This design comes from an exercise in tuning for small area on the open sky130 flow, not from production work. Only simulation tests tie the RTL to the original design; equivalence was not proved. Power figures rest on the tool's default switching activity, not on a simulated workload.

[flow/design.v]
module bmp280_spi_uart_v2005
#(
  parameter CLK_HZ = 50000,
  parameter BAUD   = 5000,
  parameter SCK_HZ = 12500
)(
  input  wire clk,
  input  wire rst_n,
  output wire spi_csn,
  output wire spi_sck,
  output wire spi_mosi,
  input  wire spi_miso,
  output wire uart_tx
);
  reg [6:0] g;                  
  wire [5:0] t = g[5:0];
  wire eow = (t == 6'd63);
  reg [6:0] pc;
  reg [7:0] j;
  reg first, f2;
  wire [1:0] cls;
  wire [4:0] xs;
  wire [3:0] ys;
  wire [3:0] ki;
  wire [2:0] msrc;
  wire [3:0] jc;
  wire [1:0] jend;
  wire mmul;
  wire fsub;
  wire clr;
  wire mdiv;
  wire mdve;
  wire md10;
  wire conv;
  wire isT;
  wire [1:0] subm;
  wire dA;
  wire dB;
  wire dC;
  wire dD;
  wire [1:0] bw;
  wire bsx;
  wire tinv;
  wire ltsign;
  wire lnz;
  wire ldsign;
  wire nzg;
  wire [7:0] chr;
  wire [1:0] ctype;
  wire [2:0] spit;
  wire lastpc;
  assign cls[0] = (pc == 7'd1) | (pc == 7'd19) | (pc == 7'd28) | (pc == 7'd29) | (pc == 7'd30) | (pc == 7'd32) | (pc == 7'd34) | (pc == 7'd35) | (pc == 7'd36) | (pc == 7'd103);
  assign cls[1] = (pc == 7'd0) | (pc == 7'd2) | (pc == 7'd3) | (pc == 7'd4) | (pc == 7'd5) | (pc == 7'd6) | (pc == 7'd7) | (pc == 7'd8) | (pc == 7'd9) | (pc == 7'd10) | (pc == 7'd11) | (pc == 7'd12) | (pc == 7'd13) | (pc == 7'd14) | (pc == 7'd15) | (pc == 7'd16) | (pc == 7'd17) | (pc == 7'd18) | (pc == 7'd19) | (pc == 7'd20) | (pc == 7'd21) | (pc == 7'd22) | (pc == 7'd23) | (pc == 7'd24) | (pc == 7'd25) | (pc == 7'd26) | (pc == 7'd27) | (pc == 7'd28) | (pc == 7'd30) | (pc == 7'd32) | (pc == 7'd34) | (pc == 7'd36) | (pc == 7'd83) | (pc == 7'd84) | (pc == 7'd85) | (pc == 7'd86) | (pc == 7'd87) | (pc == 7'd88) | (pc == 7'd89) | (pc == 7'd90) | (pc == 7'd91) | (pc == 7'd92) | (pc == 7'd93) | (pc == 7'd94) | (pc == 7'd95) | (pc == 7'd96) | (pc == 7'd97) | (pc == 7'd98) | (pc == 7'd99) | (pc == 7'd100) | (pc == 7'd101) | (pc == 7'd102);
  assign xs[0] = (pc == 7'd38) | (pc == 7'd39) | (pc == 7'd43) | (pc == 7'd52) | (pc == 7'd57) | (pc == 7'd59) | (pc == 7'd65) | (pc == 7'd66) | (pc == 7'd68) | (pc == 7'd69) | (pc == 7'd71) | (pc == 7'd73) | (pc == 7'd75) | (pc == 7'd78) | (pc == 7'd79) | (pc == 7'd80) | (pc == 7'd82);
  assign xs[1] = (pc == 7'd37) | (pc == 7'd41) | (pc == 7'd47) | (pc == 7'd57) | (pc == 7'd65) | (pc == 7'd66) | (pc == 7'd67) | (pc == 7'd68) | (pc == 7'd71) | (pc == 7'd75) | (pc == 7'd77) | (pc == 7'd80) | (pc == 7'd82);
  assign xs[2] = (pc == 7'd41) | (pc == 7'd50) | (pc == 7'd52) | (pc == 7'd54) | (pc == 7'd57) | (pc == 7'd65) | (pc == 7'd67) | (pc == 7'd68) | (pc == 7'd69) | (pc == 7'd71);
  assign xs[3] = (pc == 7'd45) | (pc == 7'd52) | (pc == 7'd54) | (pc == 7'd57) | (pc == 7'd65) | (pc == 7'd67) | (pc == 7'd68) | (pc == 7'd75) | (pc == 7'd77) | (pc == 7'd79);
  assign xs[4] = (pc == 7'd37) | (pc == 7'd38) | (pc == 7'd46) | (pc == 7'd66);
  assign ys[0] = (pc == 7'd19) | (pc == 7'd28) | (pc == 7'd30) | (pc == 7'd32) | (pc == 7'd34) | (pc == 7'd36) | (pc == 7'd37) | (pc == 7'd38) | (pc == 7'd39) | (pc == 7'd42) | (pc == 7'd44) | (pc == 7'd48) | (pc == 7'd51) | (pc == 7'd55) | (pc == 7'd56) | (pc == 7'd57) | (pc == 7'd59) | (pc == 7'd62) | (pc == 7'd65) | (pc == 7'd68) | (pc == 7'd72) | (pc == 7'd74) | (pc == 7'd77) | (pc == 7'd81);
  assign ys[1] = (pc == 7'd19) | (pc == 7'd28) | (pc == 7'd30) | (pc == 7'd32) | (pc == 7'd34) | (pc == 7'd36) | (pc == 7'd40) | (pc == 7'd45) | (pc == 7'd49) | (pc == 7'd52) | (pc == 7'd53) | (pc == 7'd58) | (pc == 7'd60) | (pc == 7'd62) | (pc == 7'd64) | (pc == 7'd66) | (pc == 7'd70) | (pc == 7'd75) | (pc == 7'd76) | (pc == 7'd78) | (pc == 7'd81);
  assign ys[2] = (pc == 7'd19) | (pc == 7'd28) | (pc == 7'd30) | (pc == 7'd32) | (pc == 7'd34) | (pc == 7'd36) | (pc == 7'd37) | (pc == 7'd38) | (pc == 7'd39) | (pc == 7'd44) | (pc == 7'd55) | (pc == 7'd57) | (pc == 7'd61) | (pc == 7'd67) | (pc == 7'd75);
  assign ys[3] = (pc == 7'd46) | (pc == 7'd50) | (pc == 7'd59) | (pc == 7'd66) | (pc == 7'd80) | (pc == 7'd82);
  assign ki[0] = (pc == 7'd40) | (pc == 7'd48) | (pc == 7'd53) | (pc == 7'd55) | (pc == 7'd74) | (pc == 7'd75);
  assign ki[1] = (pc == 7'd44) | (pc == 7'd53) | (pc == 7'd55) | (pc == 7'd57) | (pc == 7'd74) | (pc == 7'd76);
  assign ki[2] = (pc == 7'd48) | (pc == 7'd51) | (pc == 7'd55) | (pc == 7'd57);
  assign ki[3] = (pc == 7'd56) | (pc == 7'd74) | (pc == 7'd75) | (pc == 7'd76);
  assign msrc[0] = (pc == 7'd40) | (pc == 7'd48) | (pc == 7'd51) | (pc == 7'd53) | (pc == 7'd56) | (pc == 7'd62) | (pc == 7'd74) | (pc == 7'd76);
  assign msrc[1] = (pc == 7'd40) | (pc == 7'd48) | (pc == 7'd51) | (pc == 7'd53) | (pc == 7'd56) | (pc == 7'd74) | (pc == 7'd76);
  assign msrc[2] = (pc == 7'd60);
  assign jc[0] = (pc == 7'd2) | (pc == 7'd3) | (pc == 7'd4) | (pc == 7'd5) | (pc == 7'd6) | (pc == 7'd7) | (pc == 7'd8) | (pc == 7'd9) | (pc == 7'd10) | (pc == 7'd11) | (pc == 7'd12) | (pc == 7'd13) | (pc == 7'd14) | (pc == 7'd15) | (pc == 7'd16) | (pc == 7'd17) | (pc == 7'd20) | (pc == 7'd21) | (pc == 7'd22) | (pc == 7'd23) | (pc == 7'd24) | (pc == 7'd25) | (pc == 7'd26) | (pc == 7'd29) | (pc == 7'd39) | (pc == 7'd43) | (pc == 7'd47) | (pc == 7'd48) | (pc == 7'd50) | (pc == 7'd59) | (pc == 7'd61) | (pc == 7'd71) | (pc == 7'd73) | (pc == 7'd75) | (pc == 7'd81) | (pc == 7'd82) | (pc == 7'd83) | (pc == 7'd84) | (pc == 7'd85) | (pc == 7'd86) | (pc == 7'd87) | (pc == 7'd88) | (pc == 7'd89) | (pc == 7'd90) | (pc == 7'd91) | (pc == 7'd92) | (pc == 7'd93) | (pc == 7'd94) | (pc == 7'd95) | (pc == 7'd96) | (pc == 7'd97) | (pc == 7'd98) | (pc == 7'd99) | (pc == 7'd100) | (pc == 7'd101);
  assign jc[1] = (pc == 7'd2) | (pc == 7'd3) | (pc == 7'd4) | (pc == 7'd5) | (pc == 7'd6) | (pc == 7'd7) | (pc == 7'd8) | (pc == 7'd9) | (pc == 7'd10) | (pc == 7'd11) | (pc == 7'd12) | (pc == 7'd13) | (pc == 7'd14) | (pc == 7'd15) | (pc == 7'd16) | (pc == 7'd17) | (pc == 7'd20) | (pc == 7'd21) | (pc == 7'd22) | (pc == 7'd23) | (pc == 7'd24) | (pc == 7'd25) | (pc == 7'd26) | (pc == 7'd35) | (pc == 7'd41) | (pc == 7'd43) | (pc == 7'd48) | (pc == 7'd52) | (pc == 7'd55) | (pc == 7'd61) | (pc == 7'd79) | (pc == 7'd82) | (pc == 7'd83) | (pc == 7'd84) | (pc == 7'd85) | (pc == 7'd86) | (pc == 7'd87) | (pc == 7'd88) | (pc == 7'd89) | (pc == 7'd90) | (pc == 7'd91) | (pc == 7'd92) | (pc == 7'd93) | (pc == 7'd94) | (pc == 7'd95) | (pc == 7'd96) | (pc == 7'd97) | (pc == 7'd98) | (pc == 7'd99) | (pc == 7'd100) | (pc == 7'd101) | (pc == 7'd103);
  assign jc[2] = (pc == 7'd0) | (pc == 7'd2) | (pc == 7'd3) | (pc == 7'd4) | (pc == 7'd5) | (pc == 7'd6) | (pc == 7'd7) | (pc == 7'd8) | (pc == 7'd9) | (pc == 7'd10) | (pc == 7'd11) | (pc == 7'd12) | (pc == 7'd13) | (pc == 7'd14) | (pc == 7'd15) | (pc == 7'd16) | (pc == 7'd17) | (pc == 7'd18) | (pc == 7'd19) | (pc == 7'd20) | (pc == 7'd21) | (pc == 7'd22) | (pc == 7'd23) | (pc == 7'd24) | (pc == 7'd25) | (pc == 7'd26) | (pc == 7'd27) | (pc == 7'd28) | (pc == 7'd29) | (pc == 7'd31) | (pc == 7'd33) | (pc == 7'd34) | (pc == 7'd39) | (pc == 7'd41) | (pc == 7'd43) | (pc == 7'd47) | (pc == 7'd48) | (pc == 7'd50) | (pc == 7'd52) | (pc == 7'd55) | (pc == 7'd59) | (pc == 7'd73) | (pc == 7'd75) | (pc == 7'd83) | (pc == 7'd84) | (pc == 7'd85) | (pc == 7'd86) | (pc == 7'd87) | (pc == 7'd88) | (pc == 7'd89) | (pc == 7'd90) | (pc == 7'd91) | (pc == 7'd92) | (pc == 7'd93) | (pc == 7'd94) | (pc == 7'd95) | (pc == 7'd96) | (pc == 7'd97) | (pc == 7'd98) | (pc == 7'd99) | (pc == 7'd100) | (pc == 7'd101) | (pc == 7'd102);
  assign jc[3] = (pc == 7'd2) | (pc == 7'd3) | (pc == 7'd4) | (pc == 7'd5) | (pc == 7'd6) | (pc == 7'd7) | (pc == 7'd8) | (pc == 7'd9) | (pc == 7'd10) | (pc == 7'd11) | (pc == 7'd12) | (pc == 7'd13) | (pc == 7'd14) | (pc == 7'd15) | (pc == 7'd16) | (pc == 7'd17) | (pc == 7'd20) | (pc == 7'd21) | (pc == 7'd22) | (pc == 7'd23) | (pc == 7'd24) | (pc == 7'd25) | (pc == 7'd26) | (pc == 7'd29) | (pc == 7'd35) | (pc == 7'd57) | (pc == 7'd61) | (pc == 7'd71) | (pc == 7'd83) | (pc == 7'd84) | (pc == 7'd85) | (pc == 7'd86) | (pc == 7'd87) | (pc == 7'd88) | (pc == 7'd89) | (pc == 7'd90) | (pc == 7'd91) | (pc == 7'd92) | (pc == 7'd93) | (pc == 7'd94) | (pc == 7'd95) | (pc == 7'd96) | (pc == 7'd97) | (pc == 7'd98) | (pc == 7'd99) | (pc == 7'd100) | (pc == 7'd101) | (pc == 7'd102) | (pc == 7'd103);
  assign jend[0] = 1'b0;
  assign jend[1] = (pc == 7'd44);
  assign mmul = (pc == 7'd40) | (pc == 7'd42) | (pc == 7'd44) | (pc == 7'd48) | (pc == 7'd49) | (pc == 7'd51) | (pc == 7'd53) | (pc == 7'd56) | (pc == 7'd58) | (pc == 7'd60) | (pc == 7'd72) | (pc == 7'd74) | (pc == 7'd76);
  assign fsub = (pc == 7'd40) | (pc == 7'd42) | (pc == 7'd44) | (pc == 7'd48) | (pc == 7'd49) | (pc == 7'd51) | (pc == 7'd53) | (pc == 7'd56) | (pc == 7'd58) | (pc == 7'd60) | (pc == 7'd72) | (pc == 7'd74) | (pc == 7'd76);
  assign clr = (pc == 7'd40) | (pc == 7'd42) | (pc == 7'd44) | (pc == 7'd48) | (pc == 7'd49) | (pc == 7'd51) | (pc == 7'd53) | (pc == 7'd60) | (pc == 7'd62) | (pc == 7'd72) | (pc == 7'd74) | (pc == 7'd76);
  assign mdiv = (pc == 7'd62);
  assign mdve = (pc == 7'd63);
  assign md10 = (pc == 7'd80) | (pc == 7'd82);
  assign conv = (pc == 7'd79) | (pc == 7'd80) | (pc == 7'd81) | (pc == 7'd82);
  assign isT = (pc == 7'd82);
  assign subm[0] = (pc == 7'd37) | (pc == 7'd38) | (pc == 7'd39) | (pc == 7'd46) | (pc == 7'd64) | (pc == 7'd80) | (pc == 7'd82);
  assign subm[1] = (pc == 7'd61) | (pc == 7'd64);
  assign dA = (pc == 7'd38) | (pc == 7'd40) | (pc == 7'd42) | (pc == 7'd44) | (pc == 7'd45) | (pc == 7'd48) | (pc == 7'd49) | (pc == 7'd51) | (pc == 7'd53) | (pc == 7'd55) | (pc == 7'd56) | (pc == 7'd57) | (pc == 7'd58) | (pc == 7'd59) | (pc == 7'd60) | (pc == 7'd62) | (pc == 7'd65) | (pc == 7'd66) | (pc == 7'd68) | (pc == 7'd70) | (pc == 7'd72) | (pc == 7'd74) | (pc == 7'd76) | (pc == 7'd77) | (pc == 7'd78) | (pc == 7'd79) | (pc == 7'd80) | (pc == 7'd81) | (pc == 7'd82);
  assign dB = (pc == 7'd37) | (pc == 7'd43) | (pc == 7'd46) | (pc == 7'd47) | (pc == 7'd67) | (pc == 7'd71) | (pc == 7'd73) | (pc == 7'd75);
  assign dC = (pc == 7'd39) | (pc == 7'd41) | (pc == 7'd48) | (pc == 7'd50) | (pc == 7'd52) | (pc == 7'd56) | (pc == 7'd59) | (pc == 7'd61) | (pc == 7'd64);
  assign dD = (pc == 7'd54) | (pc == 7'd69);
  assign bw[0] = (pc == 7'd37) | (pc == 7'd43) | (pc == 7'd46);
  assign bw[1] = (pc == 7'd47);
  assign bsx = (pc == 7'd42) | (pc == 7'd48) | (pc == 7'd49) | (pc == 7'd51) | (pc == 7'd56) | (pc == 7'd58) | (pc == 7'd65);
  assign tinv = (pc == 7'd81);
  assign ltsign = (pc == 7'd69);
  assign lnz = (pc == 7'd54);
  assign ldsign = (pc == 7'd61);
  assign nzg = (pc == 7'd79);
  assign chr[0] = (pc == 7'd3) | (pc == 7'd9) | (pc == 7'd11) | (pc == 7'd17) | (pc == 7'd20) | (pc == 7'd22) | (pc == 7'd84) | (pc == 7'd85) | (pc == 7'd93) | (pc == 7'd101);
  assign chr[1] = (pc == 7'd2) | (pc == 7'd5) | (pc == 7'd9) | (pc == 7'd13) | (pc == 7'd14) | (pc == 7'd18) | (pc == 7'd27) | (pc == 7'd89) | (pc == 7'd102);
  assign chr[2] = (pc == 7'd3) | (pc == 7'd13) | (pc == 7'd17) | (pc == 7'd21) | (pc == 7'd22) | (pc == 7'd83) | (pc == 7'd84) | (pc == 7'd85) | (pc == 7'd89) | (pc == 7'd93) | (pc == 7'd101);
  assign chr[3] = (pc == 7'd3) | (pc == 7'd6) | (pc == 7'd11) | (pc == 7'd18) | (pc == 7'd20) | (pc == 7'd22) | (pc == 7'd24) | (pc == 7'd27) | (pc == 7'd84) | (pc == 7'd85) | (pc == 7'd89) | (pc == 7'd93) | (pc == 7'd101) | (pc == 7'd102);
  assign chr[4] = (pc == 7'd4) | (pc == 7'd5) | (pc == 7'd6) | (pc == 7'd7) | (pc == 7'd9) | (pc == 7'd10) | (pc == 7'd13) | (pc == 7'd14) | (pc == 7'd15) | (pc == 7'd16) | (pc == 7'd17) | (pc == 7'd22) | (pc == 7'd23) | (pc == 7'd24) | (pc == 7'd83) | (pc == 7'd84) | (pc == 7'd92) | (pc == 7'd93) | (pc == 7'd100);
  assign chr[5] = (pc == 7'd5) | (pc == 7'd6) | (pc == 7'd7) | (pc == 7'd8) | (pc == 7'd12) | (pc == 7'd13) | (pc == 7'd14) | (pc == 7'd15) | (pc == 7'd16) | (pc == 7'd17) | (pc == 7'd22) | (pc == 7'd23) | (pc == 7'd24) | (pc == 7'd84) | (pc == 7'd85) | (pc == 7'd89) | (pc == 7'd91) | (pc == 7'd93);
  assign chr[6] = (pc == 7'd2) | (pc == 7'd3) | (pc == 7'd4) | (pc == 7'd9) | (pc == 7'd10) | (pc == 7'd11) | (pc == 7'd13) | (pc == 7'd20) | (pc == 7'd21) | (pc == 7'd24) | (pc == 7'd83) | (pc == 7'd92) | (pc == 7'd100);
  assign chr[7] = 1'b0;
  assign ctype[0] = (pc == 7'd85) | (pc == 7'd86) | (pc == 7'd87) | (pc == 7'd88) | (pc == 7'd90) | (pc == 7'd94) | (pc == 7'd95) | (pc == 7'd96) | (pc == 7'd97) | (pc == 7'd98) | (pc == 7'd99);
  assign ctype[1] = (pc == 7'd25) | (pc == 7'd26) | (pc == 7'd85);
  assign spit[0] = (pc == 7'd28) | (pc == 7'd32) | (pc == 7'd36);
  assign spit[1] = (pc == 7'd30) | (pc == 7'd32);
  assign spit[2] = (pc == 7'd34) | (pc == 7'd36);
  assign lastpc = (pc == 7'd103);
  wire cbit = ((pc == 7'd46) & ((t == 6'd10) | (t == 6'd12) | (t == 6'd13) | (t == 6'd14) | (t == 6'd15) | (t == 6'd16))) | ((pc == 7'd50) & ((t == 6'd47))) | ((pc == 7'd57) & ((t == 6'd16) | (t == 6'd17) | (t == 6'd18) | (t == 6'd19) | (t == 6'd20) | (t == 6'd21) | (t == 6'd22) | (t == 6'd23) | (t == 6'd24) | (t == 6'd25) | (t == 6'd26) | (t == 6'd27) | (t == 6'd28) | (t == 6'd29) | (t == 6'd30) | (t == 6'd31) | (t == 6'd32) | (t == 6'd33) | (t == 6'd34) | (t == 6'd35) | (t == 6'd36) | (t == 6'd37) | (t == 6'd38) | (t == 6'd39) | (t == 6'd40) | (t == 6'd41) | (t == 6'd42) | (t == 6'd43) | (t == 6'd44) | (t == 6'd45) | (t == 6'd46) | (t == 6'd47) | (t == 6'd48) | (t == 6'd49) | (t == 6'd50) | (t == 6'd51) | (t == 6'd52) | (t == 6'd53) | (t == 6'd54) | (t == 6'd55) | (t == 6'd56) | (t == 6'd57) | (t == 6'd58) | (t == 6'd59) | (t == 6'd60) | (t == 6'd61) | (t == 6'd62) | (t == 6'd63))) | ((pc == 7'd65) & ((t == 6'd10) | (t == 6'd12) | (t == 6'd13) | (t == 6'd14) | (t == 6'd15) | (t == 6'd16))) | ((pc == 7'd68) & ((t == 6'd8)));
  reg [7:0] jsn;
  always @* case (jc)
    4'd0: jsn = 8'd0;
    4'd1: jsn = 8'd3;
    4'd2: jsn = 8'd5;
    4'd3: jsn = 8'd11;
    4'd4: jsn = 8'd15;
    4'd5: jsn = 8'd16;
    4'd6: jsn = 8'd17;
    4'd7: jsn = 8'd33;
    4'd8: jsn = 8'd35;
    4'd9: jsn = 8'd52;
    4'd10: jsn = 8'd55;
    4'd11: jsn = 8'd64;
    4'd12: jsn = 8'd75;
    4'd13: jsn = 8'd199;
    default: jsn = j;    
  endcase
  reg [63:0] A, B, C;
  reg [31:0] D;                 
  reg [191:0] KR;               
  reg Aprev, sxf, ks, mcap, m, cy, c5, rsign, sgn, nz;
  reg [2:0] r5;
  reg [3:0] dg;
  wire isALU  = (cls == 2'd0);
  wire isCHAR = (cls == 2'd2);
  wire isSPI  = (cls == 2'd3);
  wire raw    = (spit == 3'd5);
  wire bitend = raw ? eow : (t[4:0] == 5'd31);
  wire sbits  = isSPI;
  assign spi_csn = ~sbits;
  assign spi_sck = sbits & (raw ? t[5] : t[4]);
  reg [7:0] cmdb, datb; reg [4:0] cmdpos;
  always @* begin
    case (spit)
      3'd0: begin cmdb = 8'hD0; datb = 8'h00; cmdpos = 5'd1;  end
      3'd1: begin cmdb = 8'h60; datb = 8'hB6; cmdpos = 5'd1;  end
      3'd2: begin cmdb = 8'h88; datb = 8'h00; cmdpos = 5'd24; end
      3'd3: begin cmdb = 8'h74; datb = 8'h27; cmdpos = 5'd1;  end
      3'd4: begin cmdb = 8'h75; datb = 8'h00; cmdpos = 5'd1;  end
      default: begin cmdb = 8'hF7; datb = 8'h00; cmdpos = 5'd6; end
    endcase
  end
  assign spi_mosi = (j[7:3] == cmdpos) ? cmdb[j[2:0]] : ((j[7:3] == 5'd0) ? datb[j[2:0]] : 1'b0);
  wire calw = sbits & ((spit == 3'd0) | (spit == 3'd2)) & ~(j[7] & j[6]) & t[4] & (t[3:0] == {~j[3], j[2:0]});
  wire rawt = sbits & raw & (t == j[5:0] + 6'd13);
  wire rawA = rawt & (j[7:3] < 5'd3);                          
  wire rawB = rawt & ((j[7:3] == 5'd5) | (j[7:3] == 5'd4) | (j[7:3] == 5'd3));    
  wire last = (j == (jend[1] ? 8'd12 : 8'd0));
  reg adv;
  always @* begin
    adv = 1'b0;
    case (cls)
      2'd0, 2'd1: adv = eow & last;
      2'd2: adv = (g == 7'd127);
      default: adv = bitend & (j == 8'd0);    
    endcase
  end
  always @(posedge clk or negedge rst_n) begin
    if (!rst_n) begin
      g <= 7'd0; pc <= 7'd0;
    end else begin
      g <= g + 7'd1;
      if (adv) pc <= lastpc ? 7'd36 : pc + 7'd1;
    end
  end
  always @(posedge clk) begin : seq
      case (cls)
        2'd0, 2'd1: if (eow & ~last) j <= j - 8'd1;
        2'd2: if ((g == 7'd63) & (ctype[1] ^ ctype[0])) j <= j - 8'd1;    
        default: if (bitend) j <= j - 8'd1;
      endcase
      if (adv) begin
        j <= jsn; first <= 1'b1; f2 <= 1'b0;
      end else if (eow) begin first <= 1'b0; f2 <= first; end
  end
  wire [11:0] kout;
  genvar gi;
  generate for (gi = 0; gi < 12; gi = gi + 1) begin : kr
    assign kout[gi] = KR[16*gi+15];
    wire we = calw & (j[7:4] == (4'd11 - gi));
    always @(posedge clk) KR[16*gi +: 16] <= {KR[16*gi +: 15], we ? spi_miso : KR[16*gi+15]};
  end endgenerate
  wire ko  = kout[ki];
  wire ksg = (ki != 4'd0) & (ki != 4'd3);      
  wire lo16 = (t[5:4] == 2'b00);
  wire kst = lo16 ? ko : (ksg & ks);
  wire muldiv = mmul | mdiv;
  wire [4:0] xe = muldiv ? ((f2 & clr) ? 5'd0 : 5'd2) : xs;
  wire setup = muldiv & first;           
  reg xr, xm;
  always @* begin
    case (xe)
      5'd1:  xr = A[63];
      5'd2:  xr = (t == 6'd0) ? (mdiv & m) : Aprev;
      5'd3:  xr = A[62];
      5'd4:  xr = A[55];
      5'd5:  xr = A[54];
      5'd6:  xr = A[52];
      5'd7:  xr = A[50];
      5'd8:  xr = A[49];
      5'd9:  xr = A[47];
      5'd10: xr = A[44];
      5'd11: xr = A[38];
      5'd12: xr = A[30];
      5'd13: xr = A[11];
      5'd14: xr = A[1];
      5'd15: xr = cbit;
      5'd16: xr = (t[5] == 1'b0) ? A[63] : sxf;
      5'd17: xr = A[43];
      5'd18: xr = A[42];
      5'd19: xr = (t == 6'd0) ? 1'b0 : Aprev;
      default: xr = 1'b0;
    endcase
    case (xe)
      5'd3:  xm = (t == 6'd63);
      5'd4:  xm = (t >= 6'd56);
      5'd7:  xm = (t >= 6'd51);
      5'd9:  xm = t[5] | ~nz;
      5'd10: xm = (t >= 6'd45);
      5'd11: xm = (t >= 6'd39);
      5'd12: xm = (t >= 6'd31);
      5'd13: xm = (t < 6'd12);
      5'd14: xm = (t < 6'd2);
      5'd17: xm = (t >= 6'd17);
      5'd18: xm = (t >= 6'd16);
      5'd19: xm = (t >= 6'd33);
      default: xm = 1'b0;
    endcase
  end
  wire X = xr & ~xm;
  wire tiv = tinv & sgn;
  wire dgs = (t == 6'd0) ? dg[1] : (t == 6'd1) ? dg[2] : (t == 6'd2) ? dg[3] : 1'b0;
  reg yr;
  always @* case (ys)
    4'd1: yr = (bsx & (t > 6'd32)) ? sxf : B[63];
    4'd2: yr = C[63];
    4'd3: yr = ~t[5] & (D[31] ^ tiv);
    4'd4: yr = A[63];
    4'd5: yr = kst;
    4'd6: yr = (t < 6'd12) ? 1'b0 : (t < 6'd28) ? KR[16*9+11] : ks;
    4'd7: yr = spi_miso;
    4'd8: yr = md10 ? dgs : cbit;
    4'd9: yr = (t >= 6'd31) & (t <= 6'd50) & B[53];
    4'd10: yr = (t >= 6'd33) & (t <= 6'd40) & B[63];
    default: yr = 1'b0;
  endcase
  reg sub;
  always @* begin
    if (mmul) sub = f2 & fsub;
    else if (mdiv) sub = f2 | ~rsign;
    else case (subm) 2'd1: sub = 1'b1; 2'd2: sub = rsign; 2'd3: sub = sgn; default: sub = 1'b0; endcase
  end
  wire yg  = mmul ? (yr & m) : yr;
  wire Y   = yg ^ sub;
  wire cin = (t == 6'd0) ? (sub | tiv) : cy;
  wire Z   = X ^ Y ^ cin;
  wire q   = Z ^ A[1] ^ c5;
  wire W   = md10 ? q : Z;
  wire [2:0] msel = msrc;
  wire [7:0] jn = j - 8'd1;
  reg mbit;
  wire c3125 = (t == 6'd0) | (t == 6'd1) | (t == 6'd3) | (t == 6'd6) | (t == 6'd7) | (t == 6'd8) | (t == 6'd9) | (t == 6'd12) | (t == 6'd13) | (t == 6'd14) | (t == 6'd15);
  always @* case (msel)
    3'd0: mbit = (bsx & (t > 6'd32)) ? sxf : B[63]; 3'd1: mbit = C[63]; 3'd3: mbit = kst; default: mbit = c3125;
  endcase
  wire capt = (t == jn[5:0]);
  wire digst = isALU & md10 & (t[5:2] == (isT ? {2'b10, ~j[1:0]} : {1'b0, ~j[2:0]}));
  wire qwr   = isALU & ((mdiv & ~first & ~f2 & (t == j[5:0] + 6'd1)) | (mdve & (t == 6'd0)));
  wire bwin  = (bw == 2'd0) | ((bw == 2'd1) & (t <= 6'd32)) | ((bw == 2'd2) & (t >= 6'd33) & (t <= 6'd40));
  wire weA = (isALU & dA & ~setup) | rawA;
  wire weB = (isALU & dB & bwin) | digst | rawB;
  wire weC = (isALU & dC & ~setup) | qwr;
  wire weD = isALU & dD & ~t[5];
  always @(posedge clk) begin
    A  <= {A[62:0], weA ? W : A[63]};
    B  <= {B[62:0], weB ? (digst ? dg[t[1:0]] : W) : B[63]};
    C  <= {C[62:0], weC ? (qwr ? ~rsign : W) : C[63]};
    D  <= {D[30:0], weD ? W : D[31]};
  end
  reg [2:0] r5n; reg [2:0] wt;
  wire [3:0] r5s = {1'b0, r5} + {1'b0, wt};
  always @* begin
    case (t[1:0]) 2'd0: wt = 3'd1; 2'd1: wt = 3'd2; 2'd2: wt = 3'd4; default: wt = 3'd3; endcase
    if (t == 6'd0) r5n = {2'b00, W};
    else if (!W) r5n = r5;
    else r5n = r5s[3:0] >= 4'd5 ? r5s - 4'd5 : r5s[2:0];
  end
  wire [3:0] crt = (r5[0] == A[62]) ? {1'b0, r5} : ({1'b0, r5} + 4'd5);
  always @(posedge clk) begin
    Aprev <= A[63];
    cy <= (X & Y) | (X & cin) | (Y & cin);
    c5 <= ~eow & ((q & A[1]) | (q & c5) | (A[1] & c5));
    if (bsx ? (t == 6'd32) : (t == 6'd31)) sxf <= bsx ? B[63] : A[63];
    if (t == 6'd15) ks <= ko;
    if (capt) mcap <= mbit;
    if (eow) m <= (jn[5:0] == 6'd63) ? mbit : mcap;
    if (eow) rsign <= W;
    if (isALU & ldsign & (t == 6'd0)) sgn <= rsign;
    else if (isALU & ltsign & (t == 6'd31)) sgn <= W;
    if (isALU & lnz) nz <= (t == 6'd0) ? W : (nz | W);
    r5 <= r5n;
    if (isALU & conv & eow) dg <= crt;
    else if (isCHAR & g[6] & (t[5:2] == j[3:0])) dg <= {(j[3:2] == 2'b11) ? kout[11] : B[63], dg[3:1]};
  end
  reg [2:0] bidx;
  always @* begin
    if (g < 7'd24) bidx = 3'd0;
    else if (g < 7'd35) bidx = 3'd1;
    else if (g < 7'd46) bidx = 3'd2;
    else if (g < 7'd57) bidx = 3'd3;
    else if (g < 7'd68) bidx = 3'd4;
    else if (g < 7'd79) bidx = 3'd5;
    else if (g < 7'd90) bidx = 3'd6;
    else bidx = 3'd7;
  end
  wire hexa = dg[3] & (dg[2] | dg[1]);
  wire [7:0] chv = (ctype == 2'd1 || (ctype == 2'd2 && !hexa)) ? {4'h3, dg} :
                   (ctype == 2'd2) ? {4'h4, dg + 4'd7} : chr;
  wire emit = isCHAR & ~((ctype == 2'd3) & ~sgn) & (pc != 7'd0);
  wire ustart = (g < 7'd13);
  wire ustop  = (g >= 7'd101);
  assign uart_tx = ~emit | (~ustart & (ustop | chv[bidx]));
endmodule
[flow/flow/run.sh]
#!/bin/bash
# Own layout flow:
#  1. the standard synthesis (standard.sh synth), unchanged;
#  2. its combinational logic re-mapped for area with a stronger ABC script
#     (resynth.ys, opt.abc: ABC's &deepsyn, tried with sixteen random seeds,
#     eight at a time, the smallest result kept); every register instance is kept as
#     it is, same name and cell;
#  3. the standard layout from that netlist, with clock tree synthesis
#     using clkbuf_4 clusters and no dummy loads.
# Each tool's output goes to a log file of its own in this folder.
set -euo pipefail
W=$PWD
R=$W/orfs/results/$FLOW_PLATFORM/bmp280_spi_uart_v2005/base
L=$W/orfs/logs/$FLOW_PLATFORM/bmp280_spi_uart_v2005/base
bash standard.sh synth > log_1_standard_synth.txt 2>&1
cp "$R/1_2_yosys.v" "$W/synth_standard.v"
LIB=$FLOW_HOME/platforms/$FLOW_PLATFORM/lib/sky130_fd_sc_hd__tt_025C_1v80.lib
DU=$(grep -o -- '-dont_use [A-Za-z0-9_]*' "$L/1_2_yosys.log" | sort -u | tr '\n' ' ')
YOSYS=$FLOW_HOME/../tools/install/yosys/bin/yosys
[ -x "$YOSYS" ] || YOSYS=yosys
for batch in "0 1 2 3 4 5 6 7" "8 9 10 11 12 13 14 15"; do
  for s in $batch; do
    sed -e "s|@SEED@|$s|g" flow/opt.abc > "$W/opt_$s.abc"
    sed -e "s|@LIB@|$LIB|g" -e "s|@DU@|$DU|g" -e "s|@IN@|$W/synth_standard.v|g" \
        -e "s|@OUT@|$W/synth_resynth_$s.v|g" -e "s|@ABC@|$W/opt_$s.abc|g" -e "s|@TOP@|$FLOW_TOP|g" \
        flow/resynth.ys > "$W/resynth_run_$s.ys"
    "$YOSYS" -s "$W/resynth_run_$s.ys" > "log_2_resynth_$s.txt" 2>&1 &
  done
  wait
done
best=""; bestarea=""
for s in $(seq 0 15); do
  a=$(grep 'Chip area' "log_2_resynth_$s.txt" | tail -1 | awk '{print $NF}')
  echo "seed $s area $a" >> log_2_resynth_pick.txt
  if [ -n "$a" ] && [ -s "$W/synth_resynth_$s.v" ]; then
    if [ -z "$best" ] || awk "BEGIN{exit !($a < $bestarea)}"; then best=$s; bestarea=$a; fi
  fi
done
echo "picked seed $best area $bestarea" >> log_2_resynth_pick.txt
cp "$W/synth_resynth_$best.v" "$R/1_2_yosys.v"
rm -f "$R/1_synth.odb" "$R/1_synth.sdc"
bash standard.sh "CTS_ARGS=-sink_clustering_enable -repair_clock_nets -dont_use_dummy_load -buf_list sky130_fd_sc_hd__clkbuf_4 -sink_clustering_size 10 -sink_clustering_max_diameter 35" finish > log_3_standard_layout.txt 2>&1
[flow/constraint.sdc]
create_clock -name core_clock -period 1000.0 [get_ports {clk}]
set_input_delay 200.0000 -clock core_clock [delete_from_list [all_inputs] [get_ports {clk}]]
set_output_delay 200.0000 -clock core_clock [all_outputs]
set_load 0.01 [all_outputs]
[flow/standard.sh]
#!/bin/bash
# synth_recipe.tcl (not shown) runs the flow's synth.tcl, then flattens the netlist and writes it again
# the make line also repeats each setting of config.mk as NAME=value (left out here)
make -C /OpenROAD-flow-scripts/flow DESIGN_CONFIG=/design/flow/config.mk WORK_HOME=/design/flow/orfs CLKGATE_MAP_FILE= SYNTH_SCRIPT=/design/flow/synth_recipe.tcl "${@:-finish}"
[flow/config.mk]
export PLATFORM = sky130hd
export DESIGN_NAME = bmp280_spi_uart_v2005
export DESIGN_NICKNAME = bmp280_spi_uart_v2005
export VERILOG_FILES = /design/flow/design.v
export SDC_FILE = /design/flow/constraint.sdc
export NUM_CORES = 8
export LEC_CHECK = 0
export ABC_AREA = 1
export CAP_MARGIN = 20
export CORE_MARGIN = 2
export CORE_UTILIZATION = 55
export GPL_TIMING_DRIVEN = 0
export PLACE_DENSITY = 0.7
export SLEW_MARGIN = 20
export SYNTH_MEMORY_MAX_BITS = 16384
[flow/flow/resynth.ys]
# Re-map the combinational logic of the standard synthesis netlist for area.
# Register cells are kept as hierarchy (not flattened), so every register
# instance keeps its name and cell type.
read_liberty -ignore_miss_func @LIB@
read_verilog @IN@
hierarchy -top @TOP@
setattr -mod -set keep_hierarchy 1 sky130_fd_sc_hd__df* sky130_fd_sc_hd__edf* sky130_fd_sc_hd__sdf* sky130_fd_sc_hd__dl* sky130_fd_sc_hd__conb*
flatten
opt_clean
abc -liberty @LIB@ @DU@ -script @ABC@ @TOP@
opt_clean -purge
splitnets
opt_clean -purge
hilomap -singleton -hicell sky130_fd_sc_hd__conb_1 HI -locell sky130_fd_sc_hd__conb_1 LO
select @TOP@
stat -liberty @LIB@
write_verilog -noattr -nohex -nodec -selected @OUT@
[flow/flow/opt.abc]
&get -n
&deepsyn -T 300 -S @SEED@
&put
dch -f
amap
strash
dch -f
amap
topo
==> notes.md <==
largest net degree at the start of global routing=26; global-route wire length before repair=48.2 mm; Rows=56; MaxCap Viol Count=0; initial antenna violation count=1; clk slew on worst S/H paths=about 90 ps; metal3 WL=approximately 3.2 mm; peak supply drop=between 0.0015 and 0.002 mV; total CTS buffers=57; FILL cells=about 1900; CP Class=flop to primary output; PD cells=1.87 nW/um^2; final-report setup violation count=0; Iter 0 DRT Violations=981; vias per cell=~5.8; share of layout cells above drive strength 1=4.82%; yosys warns=1; die area=24800 sq um; path depth of the worst reg2reg path=26; met2 wire len=13.6 mm; 1st-pass router iterations=9; CP arrival=7960 ps; Fin Setup TNS=0 ps; Peak Freq=0.00481 GHz; post-DP HPWL=around 23 mm; crit path max fanout=25; I/O pin count=7; Hold Crit Class=flop to flop; # Post-CTS Setup Buffers=0; final hold vios=0; Setup WS post-layout=between 700000 and 800000 ps; max incr delay on CP=1090 ps; worst skew pair latency=720 ps; Synthesized Nets=1165; Mapped Cells=~1200; Netlist Area Pre-Place=13000 sq um; GR Overflow Total=0; Slew HR=between 20% and 30%; fin nets=1230; Wirelength per Cell=between 20 and 25 um; startpoint types=flop; CTS H-tree lvls=2; multi-input logic area=3120 sq um; hold depth=0; port bufs=6; met1 wire length=14.1 mm; vias=8911; Layout Skew=~92 ps; clk buf depth=3; core area=23300 sq um; Sequential cell area=9420 sq um; GRT Resource Usage Total=26.4%; Die Width=about 160 um; Final Core Density=59.4%; Tightest Pin Transition=1120 ps; root cell of the clock tree=clkbuf_4; CP max stage cell=dfrtp_1; highest routing layer actually used=met4; # clock sinks=457; placed insts=1487; Post-DRT Antenna Nets=0; Crit path top cell by count=nor2_1; status=timing/DRC/antenna clean; Initial Util=55.5%; Finished Layout Cells=1548; syn avg cell area=11.2 sq um; area growth from synthesis to layout=6.99%; Hold Buf Count CTS=0; RSZ-0062 raised after global routing=false; fin crit period=207960 ps; pre-CTS setup slack=a little under 800000 ps; WP data required=800000 ps; Lkg Pwr=5.09 nW; TritonCTS clock tree=yes; crit-path cells=clkinv_1 > nor2_1 > clkinv_1 > nor2_1 > clkinv_1 > nor2_1 > nor2_1 > o21ai_0 > clkinv_1 > nor2_1 > a2111oi_0 > a211oi_1 > o32a_1 > o211ai_1 > o2111ai_1 > clkdlybuf4s50_1; overall routed net length=32.3 mm; GPL Wtd Cong=1.03; Die Height=~160 um; post-cts sizing count=0; count of pins over their slew limit=0; Setup crit end kind=primary output; Worst R2R Setup Slack=991540 ps; vias in the first global route=8318; fin crit share=a little over 20%; Post-route DRC=0; total power=26.0 uW
[cell usage in the layout, fill, tap and decap left out, types with 20 or more instances in the layout]
master and instances:
a21oi_1 44, a31oi_1 22, clkbuf_4 57, clkinv_1 115, dfxtp_1 423, edfxtp_1 20, nand2_1 58, nor2_1 196
nor3_1 33, o21ai_0 74
[critical path: cells and delay by family, from the launching register on]
kind | cells | cell delay (ps)
buffers and inverters | 5 | 2650
AND/OR/NAND/NOR | 5 | 2130
AO/OA/AOI/OAI | 6 | 1390
flip-flops | 1 | 1090
[registers in the layout (all words and copies together), names as in the netlist, 3 cells and up]
register	flops
A	64
B	64
C	64
D	32
KR	192
dg	4
g	7
j	8
pc	7
r5	3
[power by group]
group          switching (mW)  internal, mW
registers                   0        0.0183
clock network         0.00503       0.00261
logic               0.0000233    0.00000818
[per-stage QoR]
stage	area, sq um	hold slack, ps
4_1_cts	13900	295
6_report	13900	298
3_5_place_dp	13400	312
2_1_floorplan	13000	310
5_1_grt	13900	283
3_3_place_gp	13400	310
[area by class of cell]
| cell class | count | area share (%) |
|---|---|---|
| Inverter | 115 | 3.11 |
| Antenna cell | 4 | 0.0722 |
| Timing Repair Buffer | 6 | 0.433 |
| Clock buffer | 57 | 3.09 |
| Sequential cell | 457 | 67.9 |
| Tap cell | 319 | 2.88 |
| Multi-Input combinational cell | 590 | 22.5 |
[metal layers]
| metal | vias to the layer above | GRT usage [%] |
|---|---|---|
| met5 | - | 0 |
| met4 | 0 | 11.1 |
| met3 | 105 | 7.41 |
| met2 | 500 | 38.8 |
| met1 | 4169 | 36.6 |
| li1 | 4137 | - |
[path summary, 6_finish.rpt]
check / end / startpoint
max: uart_tx / pc[0]$_DFFE_PN0N_
min reg2reg: KR[178]$_DFF_P_ / KR[177]$_DFF_P_
min: KR[178]$_DFF_P_ / KR[177]$_DFF_P_
max reg2reg: r5[1]$_SDFFE_PP0P_ / pc[1]$_DFFE_PN0N_
max in group asynchronous: g[4]$_DFF_PN0_ / rst_n
min in group asynchronous: pc[3]$_DFFE_PN0N_ / rst_n

==> re-timing with driven ports <==
How much do the figures lean on ideal ports? The routed layout below was timed once more, with nothing changed but the port constraints. Step 1 assumes that a clkbuf_16 drives the clock port and a buf_2 every other input. Step 2 times the ports against the registers' clock, not the clock port: input delays grow and output delays shrink by t, the midpoint of the rising clock arrivals with the driver on. a / b / c = no drivers / after step 1 / after step 2; a / b = the first two.
shift t [ns]: 0.720
setup WS [ns]: 792.036 / 791.992 / 792.711
worst register clock-pin slew, ns: 0.10 / 0.10
cell pins on the clock port's net: 1
After both steps setup and hold are still met in this run. The setup slack of this run moves by -0.044 ns with the drivers and by +0.675 ns with both steps.
